From an optimization exercise on the open Yosys and OpenROAD flow, aimed at small area, a short achievable clock period and few clock cycles per item; shortcuts taken in it are not production practice.

==> garnet <==
// friet_ae_32_bits
module friet_ae_32_bits(clk, arstn, din, din_valid, din_ready, dout, dout_valid, dout_ready);
input clk;
input arstn;
input [31:0] din;
input din_valid;
output din_ready;
output [31:0] dout;
output dout_valid;
input dout_ready;
parameter ROUNDS = 1;
localparam [4:0] RC_START = 5'b01111;
localparam [4:0] RC_LAST = (ROUNDS == 1)  ? 5'b11001 :
                           (ROUNDS == 2)  ? 5'b01100 :
                           (ROUNDS == 3)  ? 5'b10110 : 5'b01011;
localparam [4:0] RC_PEN  = (ROUNDS == 1)  ? 5'b01100 :
                           (ROUNDS == 2)  ? 5'b01011 :
                           (ROUNDS == 3)  ? 5'b01010 : 5'b01110;
reg [31:0] din_q;
reg vld_q;
reg din_ready_q;
reg [2:0] room;
reg start_q;        
wire take = din_valid & din_ready_q;
reg cq_noop;        
reg cq_clear;       
reg [4:0] cq_op;    
reg sq_zero;        
reg sq_gt16;        
reg sq_rnz;         
reg [3:0] sq_lastpos;
reg [2:1] sq_pmask;
reg [2:0] sq_blkn;
reg [2:0] sq_amt;      
wire [3:0] din_low_m1 = din[3:0] - 4'd1;
wire din_gt16 = (din[31:5] != 27'd0) | (din[4] & (din[3:0] != 4'd0));
wire [1:0] din_nm1 = din_gt16 ? 2'd3 : din_low_m1[3:2];
always @(posedge clk) begin
    din_q <= din;
    cq_noop <= ~((din[7:0] >= 8'h01) & (din[7:0] <= 8'h05));
    cq_clear <= (din[7:0] == 8'h00);
  ...
clock: 5.0 ns
lec_check: 0
abc_area: 1
cap_margin: 20
core_margin: 2
core_utilization: 40
setup_slack_margin: 2.9
slew_margin: 20
run.sh (not shown) runs the stock make flow with config.mk's settings and CLKGATE_MAP_FILE= SYNTH_SCRIPT=/design/flow/synth_recipe.tcl, a recipe that flattens the netlist after the stock synthesis.
==> violet (differences from garnet) <==
--- a/flow/design.v
+++ b/flow/design.v
@@ -57,88 +57,53 @@
 localparam [4:0] RC_PEN  = (ROUNDS == 1)  ? 5'b01100 :
                            (ROUNDS == 2)  ? 5'b01011 :
                            (ROUNDS == 3)  ? 5'b01010 : 5'b01110;
 reg [31:0] din_q;
 reg vld_q;
 reg din_ready_q;
 reg [2:0] room;
-reg start_q;        
 wire take = din_valid & din_ready_q;
-reg cq_noop;        
-reg cq_clear;       
-reg [4:0] cq_op;    
-reg sq_zero;        
-reg sq_gt16;        
-reg sq_rnz;         
-reg [3:0] sq_lastpos;
-reg [2:1] sq_pmask;
-reg [2:0] sq_blkn;
-reg [2:0] sq_amt;      
-wire [3:0] din_low_m1 = din[3:0] - 4'd1;
-wire din_gt16 = (din[31:5] != 27'd0) | (din[4] & (din[3:0] != 4'd0));
-wire [1:0] din_nm1 = din_gt16 ? 2'd3 : din_low_m1[3:2];
 always @(posedge clk) begin
     din_q <= din;
-    cq_noop <= ~((din[7:0] >= 8'h01) & (din[7:0] <= 8'h05));
-    cq_clear <= (din[7:0] == 8'h00);
-    cq_op <= {din[2:0] == 3'd5, din[2:0] == 3'd4, din[2:0] == 3'd3, din[2:0] == 3'd2, din[2:0] == 3'd1};
-    sq_zero <= (din == 32'd0);
-    sq_gt16 <= din_gt16;
-    sq_rnz <= ~din_gt16 & (din[1:0] != 2'b00);
-    sq_lastpos <= {din_nm1 == 2'd3, din_nm1 == 2'd2, din_nm1 == 2'd1, din_nm1 == 2'd0};
-    sq_pmask[1] <= (din[1:0] != 2'b01);
-    sq_pmask[2] <= (din[1:0] == 2'b11);
-    sq_blkn <= {1'b0, din_nm1} + 3'd1;
-    sq_amt <= {1'b0, din_nm1} + 3'd1 + {~din_gt16, 1'b0};
 end
 wire [1:0] inc;
 wire data_grant;
-wire size_grant;
 wire [2:0] data_amt;
-wire [2:0] room_m1 = room - 3'd1;
-wire [2:0] room_p1 = room + 3'd1;
-wire [2:0] room_p2 = room + 3'd2;
+wire [2:0] room_inc = room + {1'b0, inc};
 always @(posedge clk or negedge arstn) begin
     if (arstn == 1'b0) begin
         vld_q <= 1'b0;
-        room <= 3'd0;
-        din_ready_q <= 1'b0;
-        start_q <= 1'b1;
+        room <= 3'd2;
+        din_ready_q <= 1'b1;
     end else begin
-        start_q <= 1'b0;
         vld_q <= take;
-        if (start_q == 1'b1) begin
-            room <= 3'd2;
-        end else if (data_grant == 1'b1 || size_grant == 1'b1) begin
+        if (data_grant == 1'b1) begin
             room <= data_amt;
+        end else if (take == 1'b1) begin
+            room <= room_inc - 3'd1;
         end else begin
-            case ({inc, take})
-                3'b001 : room <= room_m1;
-                3'b010, 3'b101 : room <= room_p1;
-                3'b100 : room <= room_p2;
-                default : room <= room;
-            endcase
+            room <= room_inc;
         end
-        din_ready_q <= start_q | data_grant | size_grant | (inc != 2'b00) | (take ? (room[2:1] != 2'b00) : din_ready_q);
+        din_ready_q <= data_grant | (inc != 2'b00) | (take ? (room[2:1] != 2'b00) : din_ready_q);
     end
 end
 assign din_ready = din_ready_q;
-reg p_size, p_data, p_orw;
-wire p_cmd = ~(p_size | p_data | p_orw);
+reg p_cmd, p_size, p_data, p_orw;
 reg o_abs, o_enc, o_dec, o_gtag, o_vtag;
 reg busy;
-reg clr_n;
-wire clr = ~clr_n;   
+reg clr;
 reg pad0_pend;
 reg pad0_abs;       
 reg granted;
 reg dec16_pend;
 reg gblk_done;      
 reg gtag_done;
 reg orw_done;
+reg zero_done;
+reg noop_done;
 reg [31:0] ctr;
 reg gt16;           
 reg [1:0] widx;
 reg [4:0] rc;
 reg [383:0] state;
 reg [31:0] acc;
 reg [31:0] reg_dout;
@@ -147,30 +112,27 @@
 wire o_dup = o_abs | o_enc | o_dec;
 wire [3:0] ctr_low_m1 = ctr[3:0] - 4'd1;
 wire [1:0] nm1 = gt16 ? 2'd3 : ctr_low_m1[3:2];
 reg [3:0] lastpos;
 reg [3:1] pmask;
 reg r_nz;           
 reg [2:0] blk_n;
+reg flags_ok;
 reg size_step_d;
+reg size_step_dd;
 always @(posedge clk) begin
-    if (size_step == 1'b1) begin
-        lastpos <= sq_lastpos;
-        pmask[2:1] <= sq_pmask;
-        r_nz <= sq_rnz;
-        blk_n <= sq_blkn;
-    end else begin
-        lastpos <= {nm1 == 2'd3, nm1 == 2'd2, nm1 == 2'd1, nm1 == 2'd0};
-        pmask[1] <= (ctr[1:0] != 2'b01);
-        pmask[2] <= (ctr[1:0] == 2'b11);
-        r_nz <= ~gt16 & (ctr[1:0] != 2'b00);
-        blk_n <= {1'b0, nm1} + 3'd1;
-    end
+    lastpos <= {nm1 == 2'd3, nm1 == 2'd2, nm1 == 2'd1, nm1 == 2'd0};
+    pmask[1] <= (ctr[1:0] != 2'b01);
+    pmask[2] <= (ctr[1:0] == 2'b11);
     pmask[3] <= 1'b0;
+    r_nz <= ~gt16 & (ctr[1:0] != 2'b00);
+    blk_n <= {1'b0, nm1} + 3'd1;
     size_step_d <= size_step;
+    size_step_dd <= size_step_d;
+    flags_ok <= ~size_step & ~size_step_d & ~size_step_dd;
 end
 wire final_blk = ~gt16;
 reg [3:0] widx_1h;
 reg lw_q;
 reg part_q;
 reg [3:1] bm_q;
 reg [15:0] we_q;
@@ -200,23 +162,16 @@
     end
 end
 wire last_w = lw_q;
 wire op_last_w = final_blk & lw_q;
 wire [31:0] mask = {{8{bm_q[3]}}, {8{bm_q[2]}}, {8{bm_q[1]}}, 8'hff};
 wire s_idle = ~busy & ~clr & ~pad0_pend;
 wire dstep = vld_q & p_data;
-reg emit_ok_q;
-always @(posedge clk or negedge arstn) begin
-    if (arstn == 1'b0) begin
-        emit_ok_q <= 1'b0;
-    end else begin
-        emit_ok_q <= p_data & o_gtag & s_idle & ~size_step;
-    end
-end
-wire emit = emit_ok_q & p_data & ~busy & ~gblk_done & dout_ready;
+wire emit_ok = p_data & o_gtag & s_idle & ~gblk_done & flags_ok;
+wire emit = emit_ok & dout_ready;
 assign adv = dstep | emit;
 reg [31:0] wsel;
 always @(*) begin
     case (widx)
         2'd0 : wsel = state[31:0];
         2'd1 : wsel = state[63:32];
         2'd2 : wsel = state[95:64];
@@ -281,34 +236,34 @@
         rc <= RC_START;
     end else begin
         rc <= rc_next;
     end
 end
 wire cmd_step = vld_q & p_cmd;
 wire [7:0] cmd = din_q[7:0];
-wire cmd_clear = cmd_step & cq_clear;
-wire cmd_op = ~cq_noop;
+wire cmd_clear = cmd_step & (cmd == 8'h00);
+wire cmd_op = (cmd >= 8'h01) & (cmd <= 8'h05);
 wire size_step = vld_q & p_size;
-wire size_zero = sq_zero;
+wire size_zero = (din_q == 32'd0);
 always @(posedge clk or negedge arstn) begin
     if (arstn == 1'b0) begin
         busy <= 1'b0;
     end else if (cmd_clear == 1'b1) begin
         busy <= 1'b0;
     end else if (start_perm == 1'b1) begin
         busy <= 1'b1;
     end else if (busy == 1'b1 && rc == RC_LAST) begin
         busy <= 1'b0;
     end
 end
 always @(posedge clk or negedge arstn) begin
     if (arstn == 1'b0) begin
-        clr_n <= 1'b0;
+        clr <= 1'b1;
     end else begin
-        clr_n <= ~cmd_clear;
+        clr <= cmd_clear;
     end
 end
 always @(posedge clk or negedge arstn) begin
     if (arstn == 1'b0) begin
         pad0_pend <= 1'b0;
     end else if (cmd_clear == 1'b1) begin
         pad0_pend <= 1'b0;
@@ -323,30 +278,32 @@
         pad0_abs <= o_abs;
     end
 end
 wire blk_end = (dstep | emit) & last_w;
 wire op_end = (dstep | emit) & op_last_w;
 always @(posedge clk or negedge arstn) begin
     if (arstn == 1'b0) begin
+        p_cmd <= 1'b1;
         p_size <= 1'b0;
         p_data <= 1'b0;
         p_orw <= 1'b0;
     end else begin
+        p_cmd <= (p_cmd & ~(vld_q & cmd_op)) | (size_step & size_zero) | (op_end & ~o_vtag) | (p_orw & dout_ready);
         p_size <= (p_size & ~vld_q) | (cmd_step & cmd_op);
         p_data <= (p_data & ~op_end) | (size_step & ~size_zero);
         p_orw <= (p_orw & ~dout_ready) | (op_end & o_vtag);
     end
 end
 always @(posedge clk) begin
     if (cmd_step == 1'b1) begin
-        o_abs <= cq_op[0];
-        o_enc <= cq_op[1];
-        o_dec <= cq_op[2];
-        o_gtag <= cq_op[3];
-        o_vtag <= cq_op[4];
+        o_abs <= (cmd[2:0] == 3'd1);
+        o_enc <= (cmd[2:0] == 3'd2);
+        o_dec <= (cmd[2:0] == 3'd3);
+        o_gtag <= (cmd[2:0] == 3'd4);
+        o_vtag <= (cmd[2:0] == 3'd5);
     end
 end
 reg borrow_q;
 always @(posedge clk) begin
     if (size_step == 1'b1) begin
         ctr <= din_q;
     end else begin
@@ -354,15 +311,15 @@
             ctr[17:4] <= ctr[17:4] - 14'd1;
         end
         if (borrow_q == 1'b1) begin
             ctr[31:18] <= ctr[31:18] - 14'd1;
         end
     end
     borrow_q <= dec16_pend & (ctr[17:4] == 14'd0);
-    gt16 <= size_step ? sq_gt16 : ((ctr[31:5] != 27'd0) | (ctr[4] & (ctr[3:0] != 4'd0)));
+    gt16 <= (ctr[31:5] != 27'd0) | (ctr[4] & (ctr[3:0] != 4'd0));
 end
 always @(posedge clk or negedge arstn) begin
     if (arstn == 1'b0) begin
         dec16_pend <= 1'b0;
         gblk_done <= 1'b0;
     end else begin
         dec16_pend <= blk_end & ~final_blk;
@@ -373,40 +330,39 @@
     if (size_step == 1'b1) begin
         widx <= 2'd0;
     end else if (adv == 1'b1) begin
         widx <= last_w ? 2'd0 : widx + 2'd1;
     end
 end
 wire s_ready_soon = ~clr & ~pad0_pend & (~busy | rc == RC_PEN | rc == RC_LAST);
-assign data_grant = p_data & o_data & ~granted & s_ready_soon;
-assign size_grant = size_step & ~sq_zero & o_data & s_ready_soon;
+assign data_grant = p_data & o_data & ~granted & s_ready_soon & flags_ok;
 always @(posedge clk) begin
     if (size_step == 1'b1) begin
-        granted <= size_grant;
+        granted <= 1'b0;
     end else if (dstep == 1'b1 && last_w == 1'b1) begin
         granted <= 1'b0;
     end else if (data_grant == 1'b1) begin
         granted <= 1'b1;
     end
 end
 always @(posedge clk or negedge arstn) begin
     if (arstn == 1'b0) begin
         gtag_done <= 1'b0;
         orw_done <= 1'b0;
+        zero_done <= 1'b0;
+        noop_done <= 1'b0;
     end else begin
         gtag_done <= emit & op_last_w;
         orw_done <= p_orw & dout_ready;
+        zero_done <= size_step & size_zero;
+        noop_done <= cmd_step & ~cmd_op;
     end
 end
-reg [2:0] blk_amt;
-always @(posedge clk) begin
-    blk_amt <= size_step ? (o_vtag ? sq_blkn : sq_amt) : (blk_n + {final_blk & ~o_vtag, 1'b0});
-end
-assign data_amt = size_step ? (o_vtag ? sq_blkn : sq_amt) : blk_amt;
-assign inc = {(size_step & sq_zero & ~o_dup) | zpad_en | gtag_done | orw_done, cmd_step & cq_noop};
+assign data_amt = blk_n + {final_blk & ~o_vtag, 1'b0};
+assign inc = {zero_done | gtag_done | orw_done, noop_done};
 wire [31:0] w_m = (o_vtag | o_gtag) ? (wsel & mask) : wsel;
 wire [31:0] w_x = o_gtag ? w_m : (din_q ^ w_m);
 wire [31:0] out_word = (o_enc | o_dec) ? (w_x & mask) : w_x;
 always @(posedge clk) begin
     if (size_step == 1'b1) begin
         acc <= 32'd0;
     end else if (dstep == 1'b1 && o_vtag == 1'b1) begin
==> results.txt <==
Share of the final layout cell area in sequential cells: violet 32.5%; garnet 30.6%
Outcome: violet timing/DRC/antenna clean; garnet timing/DRC/antenna clean
EDFF count, synth: violet 38; garnet 39
Headroom to the max-slew limit: violet 35.8%; garnet 32.8%
Flop2flop setup slack: violet 2830 ps; garnet 2890 ps
Routability cong.: violet 0.990; garnet 0.964
Area of placed instances: violet 0.0349 mm²; garnet 0.0374 mm²
Share of the clock period used by the worst path: violet 45.3%; garnet 48.8%
End point of the worst hold path: violet size_step_dd$_DFF_P_; garnet o_abs$_DFFE_PN_
Worst Path Arrival: violet 1270 ps; garnet 3010 ps
Filler cell count: violet 8231; garnet 8811
Met3 WL: violet 15300 µm; garnet 14700 µm
Function was not checked in any run of this note: the RTL went through the layout flow alone.

========
==> build 16 <==
==> flow/design.v <==
module friet_permutation_round (a, b, c, rc, new_a, new_b, new_c);
input [127:0] a;
input [127:0] b;
input [127:0] c;
input [4:0] rc;
output [127:0] new_a;
output [127:0] new_b;
output [127:0] new_c;
wire [127:0] cc;
wire [127:0] fm;
wire [127:0] t;
assign cc[0]  = c[0]  ^ (rc[0] & (~rc[4]));
assign cc[4]  = c[4]  ^ (rc[1] & (~rc[4]));
assign cc[8]  = c[8]  ^ (rc[2] & (~rc[4]));
assign cc[12] = c[12] ^ (rc[3] & (~rc[4]));
assign cc[16] = c[16] ^ (rc[0] & rc[4]);
assign cc[20] = c[20] ^ (rc[1] & rc[4]);
assign cc[24] = c[24] ^ (rc[2] & rc[4]);
assign cc[28] = c[28] ^ (rc[3] & rc[4]);
assign cc[3:1]    = c[3:1];
assign cc[7:5]    = c[7:5];
assign cc[11:9]   = c[11:9];
assign cc[15:13]  = c[15:13];
assign cc[19:17]  = c[19:17];
assign cc[23:21]  = c[23:21];
assign cc[27:25]  = c[27:25];
assign cc[127:29] = c[127:29];
assign fm = {a[46:0], a[127:47]} ^ {cc[47:0], cc[127:48]};
assign t = a ^ b ^ cc;
assign new_c = fm ^ a;
assign new_b = fm ^ {a[126:0], a[127]} ^ b;
assign new_a = ({new_c[60:0], new_c[127:61]} & {new_b[91:0], new_b[127:92]}) ^ t;
endmodule
module friet_permutation_rc(rc, new_rc);
input [4:0] rc;
output [4:0] new_rc;
assign new_rc[0] = rc[0] ^ rc[3];
assign new_rc[1] = rc[0];
assign new_rc[2] = rc[1];
assign new_rc[3] = rc[2];
assign new_rc[4] = ~rc[4];
endmodule
module friet_ae_32_bits(clk, arstn, din, din_valid, din_ready, dout, dout_valid, dout_ready);
parameter ROUNDS = 1;
input clk;
input arstn;
input [31:0] din;
input din_valid;
output din_ready;
output [31:0] dout;
output dout_valid;
input dout_ready;
localparam [1:0] PH_CMD = 2'd0, PH_SIZE = 2'd1, PH_DATA = 2'd2, PH_ORW = 2'd3;
localparam [2:0] OP_ABS = 3'd1, OP_ENC = 3'd2, OP_DEC = 3'd3, OP_GTAG = 3'd4, OP_VTAG = 3'd5;
localparam [4:0] RC_START = 5'b01111;
localparam [4:0] RC_LAST = (ROUNDS == 1)  ? 5'b11001 :
                           (ROUNDS == 2)  ? 5'b01100 :
                           (ROUNDS == 3)  ? 5'b10110 : 5'b01011;
localparam [4:0] RC_PEN  = (ROUNDS == 1)  ? 5'b01100 :
                           (ROUNDS == 2)  ? 5'b01011 :
                           (ROUNDS == 3)  ? 5'b01010 : 5'b01110;
reg [31:0] din_q;
reg vld_q;
reg din_ready_q;
reg [2:0] room;
wire take = din_valid & din_ready_q;
always @(posedge clk) begin
    din_q <= din;
end
wire inc1;
wire data_grant;
wire [2:0] data_amt;
wire [2:0] room_inc = room + {2'b00, inc1};
always @(posedge clk or negedge arstn) begin
    if (arstn == 1'b0) begin
        vld_q <= 1'b0;
        room <= 3'd1;
        din_ready_q <= 1'b1;
    end else begin
        vld_q <= take;
        if (data_grant == 1'b1) begin
            room <= data_amt;
        end else if (take == 1'b1) begin
            room <= room_inc - 3'd1;
        end else begin
            room <= room_inc;
        end
        din_ready_q <= data_grant | inc1 | (take ? (room[2:1] != 2'b00) : din_ready_q);
    end
end
assign din_ready = din_ready_q;
reg [1:0] phase;
reg [2:0] op;
reg busy;
reg clr;
reg pad0_pend;
reg granted;
reg dec16_pend;
reg gtag_done;
reg op_abs_pad0;    
reg orw_done;
reg zero_done;
reg [31:0] ctr;
reg gt16;           
reg [1:0] widx;
reg [4:0] rc;
reg [383:0] state;
reg [31:0] acc;
reg [31:0] reg_dout;
reg reg_dout_valid;
wire op_abs  = (op == OP_ABS);
wire op_enc  = (op == OP_ENC);
wire op_dec  = (op == OP_DEC);
wire op_gtag = (op == OP_GTAG);
wire op_vtag = (op == OP_VTAG);
wire ph_cmd  = (phase == PH_CMD);
wire ph_size = (phase == PH_SIZE);
wire ph_data = (phase == PH_DATA);
wire ph_orw  = (phase == PH_ORW);
wire [3:0] ctr_low_m1 = ctr[3:0] - 4'd1;
wire [1:0] nm1 = gt16 ? 2'd3 : ctr_low_m1[3:2];
wire final_blk = ~gt16;
wire last_w = (widx == nm1);
wire op_last_w = final_blk & last_w;
wire partial = op_last_w & (ctr[1:0] != 2'b00);
wire full_end = op_last_w & (ctr[1:0] == 2'b00);
reg [31:0] mask;
always @(*) begin
    case ({partial, ctr[1:0]})
        3'b101 : mask = 32'h000000ff;
        3'b110 : mask = 32'h0000ffff;
        3'b111 : mask = 32'h00ffffff;
        default : mask = 32'hffffffff;
    endcase
end
wire fpad0 = op_abs;
reg [31:0] inpad;
always @(*) begin
    case ({partial, ctr[1:0]})
        3'b101 : inpad = {22'd0, 1'b1, fpad0, 8'd0};
        3'b110 : inpad = {14'd0, 1'b1, fpad0, 16'd0};
        3'b111 : inpad = {6'd0, 1'b1, fpad0, 24'd0};
        default : inpad = 32'd0;
    endcase
end
reg [31:0] wsel;
always @(*) begin
    case (widx)
        2'd0 : wsel = state[31:0];
        2'd1 : wsel = state[63:32];
        2'd2 : wsel = state[95:64];
        default : wsel = state[127:96];
    endcase
end
wire s_idle = ~busy & ~clr & ~pad0_pend;
wire dstep = vld_q & ph_data;
wire dstep_x = dstep & ~op_vtag;
wire emit_ok = ph_data & op_gtag & s_idle;
wire emit = emit_ok & dout_ready;
wire [31:0] din_x_w = din_q ^ wsel;
wire [31:0] din_x_w_masked = din_x_w & mask;
wire [31:0] wsel_masked = wsel & mask;
wire [31:0] tag_difference = din_q ^ wsel_masked;
wire [31:0] inj = (op_dec ? din_x_w_masked : (din_q & mask)) ^ inpad;
wire npad_en = dstep_x & (full_end | (~final_blk & (widx == 2'd3)));
wire [1:0] npad = {1'b1, final_blk ? fpad0 : ~fpad0};
wire spad_en = (emit & last_w) | (dstep & op_vtag & last_w);
wire zpad_en = pad0_pend & ~busy & ~clr;
reg [159:0] rate_x;
integer k;
always @(*) begin
    rate_x = 160'd0;
    for (k = 0; k < 4; k = k + 1) begin
        if (dstep_x && widx == k) begin
            rate_x[32*k +: 32] = inj;
        end
    end
    for (k = 0; k < 4; k = k + 1) begin
        if (npad_en && widx == k) begin
            rate_x[32*(k+1) +: 2] = npad;
        end
    end
    if (spad_en) begin
        rate_x[1] = 1'b1;
    end
    if (zpad_en) begin
        rate_x[1:0] = {1'b1, op_abs_pad0};
    end
end
wire start_perm = (dstep & last_w) | (emit & last_w) | zpad_en;
wire [127:0] ra [0:ROUNDS];
wire [127:0] rb [0:ROUNDS];
wire [127:0] rcc [0:ROUNDS];
wire [4:0] rrc [0:ROUNDS];
assign ra[0] = state[127:0];
assign rb[0] = state[255:128];
assign rcc[0] = state[383:256];
assign rrc[0] = rc;
genvar g;
generate
    for (g = 0; g < ROUNDS; g = g + 1) begin : rounds
        friet_permutation_round round_g(
            .a(ra[g]), .b(rb[g]), .c(rcc[g]), .rc(rrc[g]),
            .new_a(ra[g+1]), .new_b(rb[g+1]), .new_c(rcc[g+1]));
        friet_permutation_rc rc_g(.rc(rrc[g]), .new_rc(rrc[g+1]));
    end
endgenerate
always @(posedge clk) begin
    if (clr == 1'b1) begin
        state <= 384'd0;
    end else if (busy == 1'b1) begin
        state <= {rcc[ROUNDS], rb[ROUNDS], ra[ROUNDS]};
    end else begin
        state[159:0] <= state[159:0] ^ rate_x;
    end
end
always @(posedge clk) begin
    if (busy == 1'b0) begin
        rc <= RC_START;
    end else begin
        rc <= rrc[ROUNDS];
    end
end
wire cmd_step = vld_q & ph_cmd;
wire [7:0] cmd = din_q[7:0];
wire cmd_clear = cmd_step & (cmd == 8'h00);
wire cmd_op = cmd_step & (cmd >= 8'h01) & (cmd <= 8'h05);
wire size_step = vld_q & ph_size;
wire size_zero = (din_q == 32'd0);
wire size_gt16 = (din_q[31:5] != 27'd0) | (din_q[4] & (din_q[3:0] != 4'd0));
wire op_data = op_abs | op_enc | op_dec | op_vtag;
always @(posedge clk or negedge arstn) begin
    if (arstn == 1'b0) begin
        busy <= 1'b0;
    end else if (cmd_clear == 1'b1) begin
        busy <= 1'b0;
    end else if (start_perm == 1'b1) begin
        busy <= 1'b1;
    end else if (busy == 1'b1 && rc == RC_LAST) begin
        busy <= 1'b0;
    end
end
always @(posedge clk or negedge arstn) begin
    if (arstn == 1'b0) begin
        clr <= 1'b1;
    end else begin
        clr <= cmd_clear;
    end
end
always @(posedge clk or negedge arstn) begin
    if (arstn == 1'b0) begin
        pad0_pend <= 1'b0;
    end else if (cmd_clear == 1'b1) begin
        pad0_pend <= 1'b0;
    end else if (size_step == 1'b1 && size_zero == 1'b1 && op_data == 1'b1 && op_vtag == 1'b0) begin
        pad0_pend <= 1'b1;
    end else if (zpad_en == 1'b1) begin
        pad0_pend <= 1'b0;
    end
end
always @(posedge clk) begin
    if (size_step == 1'b1 && size_zero == 1'b1 && op_data == 1'b1 && op_vtag == 1'b0) begin
        op_abs_pad0 <= op_abs;
    end
end
always @(posedge clk or negedge arstn) begin
    if (arstn == 1'b0) begin
        phase <= PH_CMD;
    end else begin
        case (phase)
            PH_CMD : begin
                if (cmd_op == 1'b1) begin
                    phase <= PH_SIZE;
                end
            end
            PH_SIZE : begin
                if (vld_q == 1'b1) begin
                    phase <= size_zero ? PH_CMD : PH_DATA;
                end
            end
            PH_DATA : begin
                if ((dstep | emit) & op_last_w) begin
                    phase <= op_vtag ? PH_ORW : PH_CMD;
                end
            end
            default : begin
                if (dout_ready == 1'b1) begin
                    phase <= PH_CMD;
                end
            end
        endcase
    end
end
always @(posedge clk) begin
    if (cmd_step == 1'b1) begin
        op <= din_q[2:0];
    end
end
always @(posedge clk) begin
    if (size_step == 1'b1) begin
        ctr <= din_q;
        gt16 <= size_gt16;
    end else if (dec16_pend == 1'b1) begin
        ctr[31:4] <= ctr[31:4] - 28'd1;
        gt16 <= (ctr[31:6] != 26'd0) | (ctr[5] & (ctr[4:0] != 5'd0));
    end
end
always @(posedge clk or negedge arstn) begin
    if (arstn == 1'b0) begin
        dec16_pend <= 1'b0;
    end else begin
        dec16_pend <= (dstep | emit) & last_w & ~final_blk;
    end
end
always @(posedge clk) begin
    if (size_step == 1'b1) begin
        widx <= 2'd0;
    end else if (dstep | emit) begin
        widx <= last_w ? 2'd0 : widx + 2'd1;
    end
end
wire s_ready_soon = ~clr & ~pad0_pend & (~busy | rc == RC_PEN | rc == RC_LAST);
assign data_grant = ph_data & op_data & ~granted & s_ready_soon;
always @(posedge clk) begin
    if (size_step == 1'b1) begin
        granted <= 1'b0;
    end else if (dstep == 1'b1 && last_w == 1'b1) begin
        granted <= 1'b0;
    end else if (data_grant == 1'b1) begin
        granted <= 1'b1;
    end
end
always @(posedge clk or negedge arstn) begin
    if (arstn == 1'b0) begin
        gtag_done <= 1'b0;
        orw_done <= 1'b0;
        zero_done <= 1'b0;
    end else begin
        gtag_done <= emit & op_last_w;
        orw_done <= ph_orw & dout_ready;
        zero_done <= size_step & size_zero;
    end
end
wire [2:0] data_n = {1'b0, nm1} + 3'd1;
assign data_amt = data_n + {2'b00, final_blk & ~op_vtag};
assign inc1 = cmd_step | zero_done | gtag_done | orw_done;
always @(posedge clk) begin
    if (size_step == 1'b1) begin
        acc <= 32'd0;
    end else if (dstep == 1'b1 && op_vtag == 1'b1) begin
        acc <= acc | tag_difference;
    end
end
always @(posedge clk) begin
    if (ph_orw == 1'b1) begin
        reg_dout <= acc;
    end else if (op_gtag == 1'b1) begin
        reg_dout <= wsel_masked;
    end else if (op_vtag == 1'b1) begin
        reg_dout <= tag_difference;
    end else begin
        reg_dout <= din_x_w_masked;
    end
end
always @(posedge clk or negedge arstn) begin
    if (arstn == 1'b0) begin
        reg_dout_valid <= 1'b0;
    end else begin
        reg_dout_valid <= (dstep & ~op_abs) | emit | (ph_orw & dout_ready);
    end
end
assign dout = reg_dout;
assign dout_valid = reg_dout_valid;
endmodule
==> flow/run.sh <==
#!/bin/bash
# synth_recipe.tcl (not shown) runs the flow's synth.tcl, then flattens the netlist and writes it again
# the make line also repeats each setting of config.mk as NAME=value (left out here)
make -C /OpenROAD-flow-scripts/flow DESIGN_CONFIG=/design/flow/config.mk WORK_HOME=/design/flow/orfs CLKGATE_MAP_FILE= SYNTH_SCRIPT=/design/flow/synth_recipe.tcl finish
==> flow/config.mk <==
export PLATFORM = sky130hd
export DESIGN_NAME = friet_ae_32_bits
export DESIGN_NICKNAME = friet_ae_32_bits
export VERILOG_FILES = /design/flow/design.v
export SDC_FILE = /design/flow/constraint.sdc
export NUM_CORES = 4
export LEC_CHECK = 0
export CAP_MARGIN = 20
export CORE_MARGIN = 2
export CORE_UTILIZATION = 40
export SLEW_MARGIN = 20
==> flow/constraint.sdc <==
create_clock -name core_clock -period 5.0 [get_ports {clk}]
set_input_delay 1.0000 -clock core_clock [delete_from_list [all_inputs] [get_ports {clk}]]
set_output_delay 1.0000 -clock core_clock [all_outputs]
set_load 0.01 [all_outputs]
==> build 36: changes against build 16 <==
--- a/flow/config.mk
+++ b/flow/config.mk
@@ -8,4 +8,5 @@
 export CAP_MARGIN = 20
 export CORE_MARGIN = 2
 export CORE_UTILIZATION = 40
+export SETUP_SLACK_MARGIN = 2.5
 export SLEW_MARGIN = 20
==> qor summary <==
item                                                       build 16    build 36
Layout multi-input combinational cell count                    2833        2834
Result of the run                          timing/DRC/antenna clean  timing/DRC/antenna clean
Syn-to-layout area delta                                      9.75%       17.2%
Global-route total usage across every layer                   25.2%       26.1%
Average wire per cell in the routed design                  23.4 um     24.3 um
Register-to-register setup slack                            1.31 ns     2.32 ns
Wire length after detailed routing                           110 mm      117 mm
Number of gates resized after CTS                                 0          96
Count of buffer and inverter cells on the critical path           2           1
Iter 0 DRT Violations                                          2714        2812
Global Route met1 Usage                                       34.9%       36.5%
Wire length of the first global-routing pass                 159 mm      164 mm
Number of fillers in the final layout                          8003        7728
Function was not checked in any run of this note: the RTL went through the layout flow alone.

==> re-timing with driven ports <==
How much do the figures lean on ideal ports? The routed layouts below were timed once more, with nothing changed but the port constraints. Step 1 assumes that a clkbuf_16 drives the clock port and a buf_2 every other input. Step 2 adds t to the input delays and takes it off the output delays; t is the mean of the earliest and latest rising clock arrival at the registers after step 1. Input paths then give back, and output paths get back, about the clock's delay inside the block. a / b / c = no drivers / after step 1 / after step 2; a / b = the first two.
| run | t, ns | setup WS [ns] | latest minus earliest clock arrival (ns) | worst data-port slew with drivers (ns) | pins driven straight from the clock port |
|---|---|---|---|---|---|
| garnet | 0.690 | 2.559 / 2.597 / 1.907 | 0.032 / 0.032 | 0.04 | 1 |
| violet | 0.688 | 2.734 / 2.671 / 2.423 | 0.027 / 0.027 | 0.06 | 1 |
| build 16 | 0.669 | 1.312 / 1.312 / 1.312 | 0.025 / 0.025 | 0.06 | 1 |
| build 36 | 0.663 | 2.325 / 2.325 / 1.920 | 0.026 / 0.025 | 0.06 | 1 |
After both steps every run listed still meets setup and hold. For garnet, which loses most, drivers alone change the setup slack by +0.038 ns; drivers and shift together by -0.652 ns.
